Source: an optimization exercise on an open RTL-to-GDS flow (aim: small area). Production flows keep margins and buffers that such runs may drop.
In this exercise RTL edits were held to simulation tests only and were not proved equivalent to the original.
No activity file was given, so power comes from the tool's default toggle rates.

Setup of onyx:
// Proj4WhackAMole
module Proj4WhackAMole(
    input  MAX10_CLK1_50,
    input  rst,              
    input  [9:0] SW,
    input  [3:0] BTN_N,
    output [7:0] MATRIX_ROW_N,
    output [7:0] MATRIX_COL,
    output [7:0] HEX0,
    output [7:0] HEX1,
    output [7:0] HEX2,
    output [7:0] HEX3,
    output [7:0] HEX4,
    output [7:0] HEX5,
    output [9:0] LEDR
);
Size in the first run: ~440 cells after synthesis, about 0.0032 mm² of cells after synthesis.
==> flow/config.mk <==
export PLATFORM = sky130hd
export DESIGN_NAME = Proj4WhackAMole
export DESIGN_NICKNAME = Proj4WhackAMole
export VERILOG_FILES = /design/flow/design.v
export SDC_FILE = /design/flow/constraint.sdc
export NUM_CORES = 4
export LEC_CHECK = 0
export ABC_AREA = 1
export CAP_MARGIN = 20
export CORE_MARGIN = 2
export CORE_UTILIZATION = 40
export CTS_BUF_LIST = sky130_fd_sc_hd__clkbuf_4
export SLEW_MARGIN = 20
==> flow/constraint.sdc <==
create_clock -name core_clock -period 20.0 [get_ports {MAX10_CLK1_50}]
set_input_delay 4.0000 -clock core_clock [delete_from_list [all_inputs] [get_ports {MAX10_CLK1_50}]]
set_output_delay 4.0000 -clock core_clock [all_outputs]
set_load 0.01 [all_outputs]
standard.sh (not shown) runs the stock make flow with config.mk's settings and CLKGATE_MAP_FILE= SYNTH_SCRIPT=/design/flow/synth_recipe.tcl, a recipe that flattens the netlist after the stock synthesis.
==> flow/flow/run.sh <==
#!/bin/bash
# Own layout flow: the standard synthesis, then its combinational logic re-mapped for
# area with several ABC seeds (registers untouched, the smallest result kept), then
# the standard ORFS layout with small port buffers, a small clock tree and shared
# tie cells. Each tool's output goes to a log_*.log file here.
set -euo pipefail
W=$(pwd)
R=$W/orfs/results/$FLOW_PLATFORM/Proj4WhackAMole/base
YOSYS=$FLOW_HOME/../tools/install/yosys/bin/yosys
LIB=$FLOW_HOME/platforms/$FLOW_PLATFORM/lib/sky130_fd_sc_hd__tt_025C_1v80.lib
SEEDS="$(seq -s " " 1 24)"
JOBS=${NUM_CORES:-4}

bash standard.sh synth > $W/log_1_standard_synth.log 2>&1
cp $R/1_2_yosys.v $W/standard_synth.v

mkdir -p $W/resynth
n=0
for s in $SEEDS; do
  echo "strash; &get -n; &deepsyn -T 30 -S $s; &put; dch -f; amap; topo" > $W/resynth/seed$s.abc
  LIBFILE=$LIB TOP=$FLOW_TOP NETLIST_IN=$W/standard_synth.v NETLIST_OUT=$W/resynth/seed$s.v \
    STAT_OUT=$W/resynth/seed$s.stat ABC_SCRIPT=$W/resynth/seed$s.abc DONT_USE_FILE=$W/flow/dont_use.txt \
    $YOSYS -c $W/flow/resynth.tcl > $W/log_2_resynth_seed$s.log 2>&1 &
  n=$((n+1))
  if (( n % JOBS == 0 )); then wait; fi
done
wait
best=""; besta=""
for s in $SEEDS; do
  [[ -f $W/resynth/seed$s.stat && -f $W/resynth/seed$s.v ]] || continue
  a=$(sed -n "s/.*Chip area for module.*: *\([0-9.]*\).*/\1/p" $W/resynth/seed$s.stat)
  [[ -n "$a" ]] || continue
  if [[ -z "$besta" ]] || awk "BEGIN{exit !($a < $besta)}"; then best=$s; besta=$a; fi
done
echo "resynthesis: seed $best, area $besta" | tee $W/resynth/chosen.txt
cp $W/resynth/seed$best.v $W/resynth.v

cp $W/resynth.v $R/1_2_yosys.v
rm -f $R/1_synth.odb $R/1_synth.sdc
export BUFFER_PORTS_ARGS="-buffer_cell sky130_fd_sc_hd__buf_1"
export CTS_ARGS="$(cat $W/flow/cts_args.txt)"
export SKIP_REPAIR_TIE_FANOUT=1
bash standard.sh finish > $W/log_3_standard_layout.log 2>&1
Other scripts of this flow, unchanged in this note and not shown: flow/flow/cts_args.txt, flow/flow/dont_use.txt, flow/flow/resynth.tcl
## Diff of input files: ember against onyx
--- a/flow/design.v
+++ b/flow/design.v
@@ -234,41 +234,26 @@
             GAME_OVER_0: state <= start ? IDLE : GAME_OVER_0;
             GAME_OVER_1: state <= start ? GAME_OVER_1 : GAME_OVER_0;
         endcase
     end
   end
 end
+wire tw = tick_game && state == WAIT_INPUT;      
+wire tl = tick_game && state == LIGHT_MOLE;      
+wire tg = tick_game && state == CHECK && lives == 2'd1;
+wire ai = tick_game && state == IDLE;            
+wire ad = tick_game && state == SCORE_UPDATE && (a_h != 2'd0 || !e2_d6(a_t));    
+wire to9 = e1_is9(t_o);
+wire tt9 = e2_d9(t_t);
 always @(posedge clk) begin
-  if (tick_game) begin
-    prev_smash_any <= smash_any;
-    case (state)
-        IDLE: begin
-            a_h <= difficulty ? 2'd1 : 2'd2;
-            a_t <= difficulty ? E2_2 : E2_0;
-        end
-        LIGHT_MOLE: begin
-            t_h <= 2'd0; t_t <= E2_0; t_o <= E1_0;
-        end
-        WAIT_INPUT: begin
-            t_o <= e1_inc(t_o);
-            if (e1_is9(t_o)) begin
-                t_t <= e2_inc10(t_t);
-                if (e2_d9(t_t))
-                    t_h <= t_h + 2'd1;
-            end
-        end
-        SCORE_UPDATE: begin
-            if (a_h != 2'd0 || !e2_d6(a_t)) begin
-                a_t <= e2_dec10(a_t);
-                if (e2_d0(a_t))
-                    a_h <= a_h - 2'd1;
-            end
-        end
-        default: ;
-    endcase
-  end
+    if (tick_game) prev_smash_any <= smash_any;
+    t_o <= t_o ^ (({4{tl}} & (E1_0 ^ t_o)) | ({4{tw}} & (e1_inc(t_o) ^ t_o)) | ({4{tg}} & (hi_o ^ t_o)));
+    t_t <= t_t ^ (({4{tl}} & (E2_0 ^ t_t)) | ({4{tw & to9}} & (e2_inc10(t_t) ^ t_t)) | ({4{tg}} & (hi_t[3:0] ^ t_t)));
+    t_h <= t_h ^ (({2{tl}} & t_h) | ({2{tw & to9 & tt9}} & ((t_h + 2'd1) ^ t_h)));
+    a_t <= a_t ^ (({4{ai}} & ((difficulty ? E2_2 : E2_0) ^ a_t)) | ({4{ad}} & (e2_dec10(a_t) ^ a_t)));
+    a_h <= a_h ^ (({2{ai}} & ((difficulty ? 2'd1 : 2'd2) ^ a_h)) | ({2{ad & e2_d0(a_t)}} & ((a_h - 2'd1) ^ a_h)));
 end
 wire row_hit = show_mole && !row_sel[0] && (row_sel[2:1] == mole_row_group);
 genvar gi;
 generate
     for (gi = 0; gi < 8; gi = gi + 1) begin : g_mat
         assign MATRIX_ROW_N[gi] = (row_sel == gi);
@@ -284,14 +269,14 @@
 assign LEDR[9:3] = 7'b0000000;
 wire in_idle   = (lives == 2'd3) && (sc_t == T_0) && e1_is0(sc_o) && !show_mole;
 wire game_over = (lives == 2'd0);
 wire m_lose    = game_over && !stats;
 wire m_stats   = game_over && stats;
 wire m_num     = !in_idle && !game_over;
-wire [6:0] seg_hex0 = e1_seg(m_stats ? hi_o : t_o);
-wire [6:0] seg_hex1 = e2_seg(m_stats ? hi_t[3:0] : t_t);
+wire [6:0] seg_hex0 = e1_seg(t_o);
+wire [6:0] seg_hex1 = e2_seg(t_t);
 wire [6:0] seg_hex4 = e1_seg(sc_o);
 wire [6:0] seg_hex5 = e2_seg(sc_t[3:0]);
 wire [6:0] seg_hex2 = {~t_h[1], ~(~t_h[1] & ~t_h[0]), t_h[0], t_h[0], t_h[1], 1'b0, t_h[0]};
 assign HEX0 = {1'b1, in_idle ? 7'h07 : m_lose ? 7'h7F : seg_hex0};
 assign HEX1 = {1'b1, in_idle ? 7'h2F : m_lose ? 7'h06 : seg_hex1};
 assign HEX2 = {m_stats, in_idle ? 7'h08 : m_lose ? 7'h12 : m_stats ? 7'h7F : seg_hex2};
### Flow results
- Clock group share of total power (ember over onyx): decrease, 0.5 points
- onyx -> ember: setup TNS after final layout flat
- Going from onyx to ember, routed wire length went down, worst setup slack went up, chip height went down, via count went up, average wire per standard cell went down.
- onyx → ember: post-synthesis instance area shrank by 3.0%; half-perimeter wire length of the detailed placement result shrank by about 1.5%; clock distribution area overhead in the final layout held steady; die area shrank by 2.9%.
- ember vs onyx — combined area of the multi-input logic cells rose about 5%.
- Final core area utilization sits lower in ember than in onyx.

========
Another version of the RTL of Proj4WhackAMole (not shown whole).
Size: ~450 cells after synthesis, roughly 90 I/O pins, about 3100 sq um of cells after synthesis.
clock: 20.0 ns
lec_check: 0
abc_area: 1
cap_margin: 20
core_margin: 2
core_utilization: 40
cts_buf_list: sky130_fd_sc_hd__clkbuf_4
slew_margin: 20
Scripts as last shown in full above: flow/flow/run.sh
Other scripts of this flow, unchanged in this note and not shown: flow/flow/cts_args.txt, flow/flow/dont_use.txt, flow/flow/resynth.tcl
Edit:
--- a/flow/design.v
+++ b/flow/design.v
@@ -163,13 +163,13 @@
 endfunction
 localparam [4:0] T_0  = {1'b0, E2_0};
 localparam [4:0] T_25 = {1'b1, E2_9};
 reg [4:0] sc_t;  reg [3:0] sc_o;    
 reg [4:0] hi_t;  reg [3:0] hi_o;    
 reg [1:0] t_h;   reg [3:0] t_t;  reg [3:0] t_o;    
-reg [1:0] a_h;   reg [3:0] a_t;     
+reg a_h;   reg [3:0] a_t;     
 reg [1:0] lives;
 reg [7:0] lfsr;
 reg prev_smash_any;
 wire [1:0] mole_row_group = lfsr[2:1];
 wire [1:0] mole_col_group = lfsr[4:3];
 wire [1:0] mole_zone = {lfsr[2], lfsr[4]};
@@ -177,13 +177,13 @@
 wire sc_wrap  = sc_t[4] && e2_is9(sc_t[3:0]) && e1_is5(sc_o);
 wire sc_o9    = e1_is9(sc_o);
 wire sc_eq_hi = (sc_t == hi_t) && (sc_o == hi_o);
 wire [4:0] sc_t_n = sc_wrap ? T_0 : !sc_o9 ? sc_t :
                     {sc_t[4] | e2_is15(sc_t[3:0]), e2_inc16(sc_t[3:0])};
 wire [3:0] sc_o_n = sc_wrap ? E1_0 : e1_inc(sc_o);
-wire timeout = e1_is0(t_o) && (t_t == a_t) && (t_h == a_h);
+wire timeout = e1_is0(t_o) && ((a_t == E2_10) ? (t_h == 2'd2 && t_t == E2_0) : (t_t == a_t && t_h == {1'b0, a_h}));
 always @(posedge clk) begin
   if (rst) begin
     state <= IDLE;
     sc_t  <= T_0;
     sc_o  <= E1_0;
     hi_t  <= T_0;
@@ -236,23 +236,24 @@
         endcase
     end
   end
 end
 wire tw = tick_game && state == WAIT_INPUT;      
 wire tl = tick_game && state == LIGHT_MOLE;      
+wire tg = tick_game && state == CHECK && lives == 2'd1;
 wire ai = tick_game && state == IDLE;            
-wire ad = tick_game && state == SCORE_UPDATE && (a_h != 2'd0 || !e2_d6(a_t));    
+wire ad = tick_game && state == SCORE_UPDATE && (a_h || !e2_d6(a_t));    
 wire to9 = e1_is9(t_o);
 wire tt9 = e2_d9(t_t);
 always @(posedge clk) begin
     if (tick_game) prev_smash_any <= smash_any;
-    t_o <= t_o ^ (({4{tl}} & (E1_0 ^ t_o)) | ({4{tw}} & (e1_inc(t_o) ^ t_o)));
-    t_t <= t_t ^ (({4{tl}} & (E2_0 ^ t_t)) | ({4{tw & to9}} & (e2_inc10(t_t) ^ t_t)));
+    t_o <= t_o ^ (({4{tl}} & (E1_0 ^ t_o)) | ({4{tw}} & (e1_inc(t_o) ^ t_o)) | ({4{tg}} & (hi_o ^ t_o)));
+    t_t <= t_t ^ (({4{tl}} & (E2_0 ^ t_t)) | ({4{tw & to9}} & (e2_inc10(t_t) ^ t_t)) | ({4{tg}} & (hi_t[3:0] ^ t_t)));
     t_h <= t_h ^ (({2{tl}} & t_h) | ({2{tw & to9 & tt9}} & ((t_h + 2'd1) ^ t_h)));
-    a_t <= a_t ^ (({4{ai}} & ((difficulty ? E2_2 : E2_0) ^ a_t)) | ({4{ad}} & (e2_dec10(a_t) ^ a_t)));
-    a_h <= a_h ^ (({2{ai}} & ((difficulty ? 2'd1 : 2'd2) ^ a_h)) | ({2{ad & e2_d0(a_t)}} & ((a_h - 2'd1) ^ a_h)));
+    a_t <= a_t ^ (({4{ai}} & ((difficulty ? E2_2 : E2_10) ^ a_t)) | ({4{ad}} & (((a_t == E2_10) ? E2_9 : e2_dec10(a_t)) ^ a_t)));
+    a_h <= a_h ^ ((ai & ~a_h) | (ad & e2_d0(a_t) & a_h));
 end
 wire row_hit = show_mole && !row_sel[0] && (row_sel[2:1] == mole_row_group);
 genvar gi;
 generate
     for (gi = 0; gi < 8; gi = gi + 1) begin : g_mat
         assign MATRIX_ROW_N[gi] = (row_sel == gi);
@@ -268,14 +269,14 @@
 assign LEDR[9:3] = 7'b0000000;
 wire in_idle   = (lives == 2'd3) && (sc_t == T_0) && e1_is0(sc_o) && !show_mole;
 wire game_over = (lives == 2'd0);
 wire m_lose    = game_over && !stats;
 wire m_stats   = game_over && stats;
 wire m_num     = !in_idle && !game_over;
-wire [6:0] seg_hex0 = e1_seg(m_stats ? hi_o : t_o);
-wire [6:0] seg_hex1 = e2_seg(m_stats ? hi_t[3:0] : t_t);
+wire [6:0] seg_hex0 = e1_seg(t_o);
+wire [6:0] seg_hex1 = e2_seg(t_t);
 wire [6:0] seg_hex4 = e1_seg(sc_o);
 wire [6:0] seg_hex5 = e2_seg(sc_t[3:0]);
 wire [6:0] seg_hex2 = {~t_h[1], ~(~t_h[1] & ~t_h[0]), t_h[0], t_h[0], t_h[1], 1'b0, t_h[0]};
 assign HEX0 = {1'b1, in_idle ? 7'h07 : m_lose ? 7'h7F : seg_hex0};
 assign HEX1 = {1'b1, in_idle ? 7'h2F : m_lose ? 7'h06 : seg_hex1};
 assign HEX2 = {m_stats, in_idle ? 7'h08 : m_lose ? 7'h12 : m_stats ? 7'h7F : seg_hex2};
=> Cell area came out lower by 2.0%. Die area came out lower by about 1.5%. First-iteration DRC count came out lower by about 3%. Clock power came out lower by about 0.7%. Maximum frequency came out higher by 9.9%. Combinational power came out lower by about 50%. Routed wire length came out higher by about 3.7%. Synthesized cell count came out lower by 1.6%. Power came out lower by about 9%. Sequential power came out lower by about 6%.

afterwards: timing with drivers on the ports:
No port has a modelled driver above. Below, the same layouts with a new extraction and two added sets of constraints.
Step 1: set_driving_cell puts a clkbuf_16 on MAX10_CLK1_50 and a buf_2 on each other input, an assumption about the parent block.
Step 2 adds t to the input delays and takes it off the output delays; t is the mean of the earliest and latest rising clock arrival at the registers after step 1. Input paths then give back, and output paths get back, about the clock's delay inside the block.
Three values: no drivers, after step 1, after step 2; two values: the first two.
| run | t (ns) | slack for setup (ns) | hold slack, ns | worst setup path at the end | pins driven straight from the clock port |
|---|---|---|---|---|---|
| onyx | 0.424 | 10.219 / 10.197 / 10.197 | 0.482 / 0.482 / 0.482 | input to output | 1 |
| ember | 0.421 | 10.727 / 10.706 / 10.706 | 0.460 / 0.460 / 0.460 | input to output | 1 |
| the first run of note 2 | 0.408 | 9.959 / 9.937 / 9.937 | 0.473 / 0.473 / 0.473 | input to output | 1 |
| the second run of note 2 | 0.413 | 10.865 / 10.835 / 10.835 | 0.459 / 0.459 / 0.459 | input to output | 1 |
After both steps every run listed still meets setup and hold. The setup slack of the second run of note 2, which loses most, moves by -0.030 ns with the drivers and by -0.030 ns with both steps.
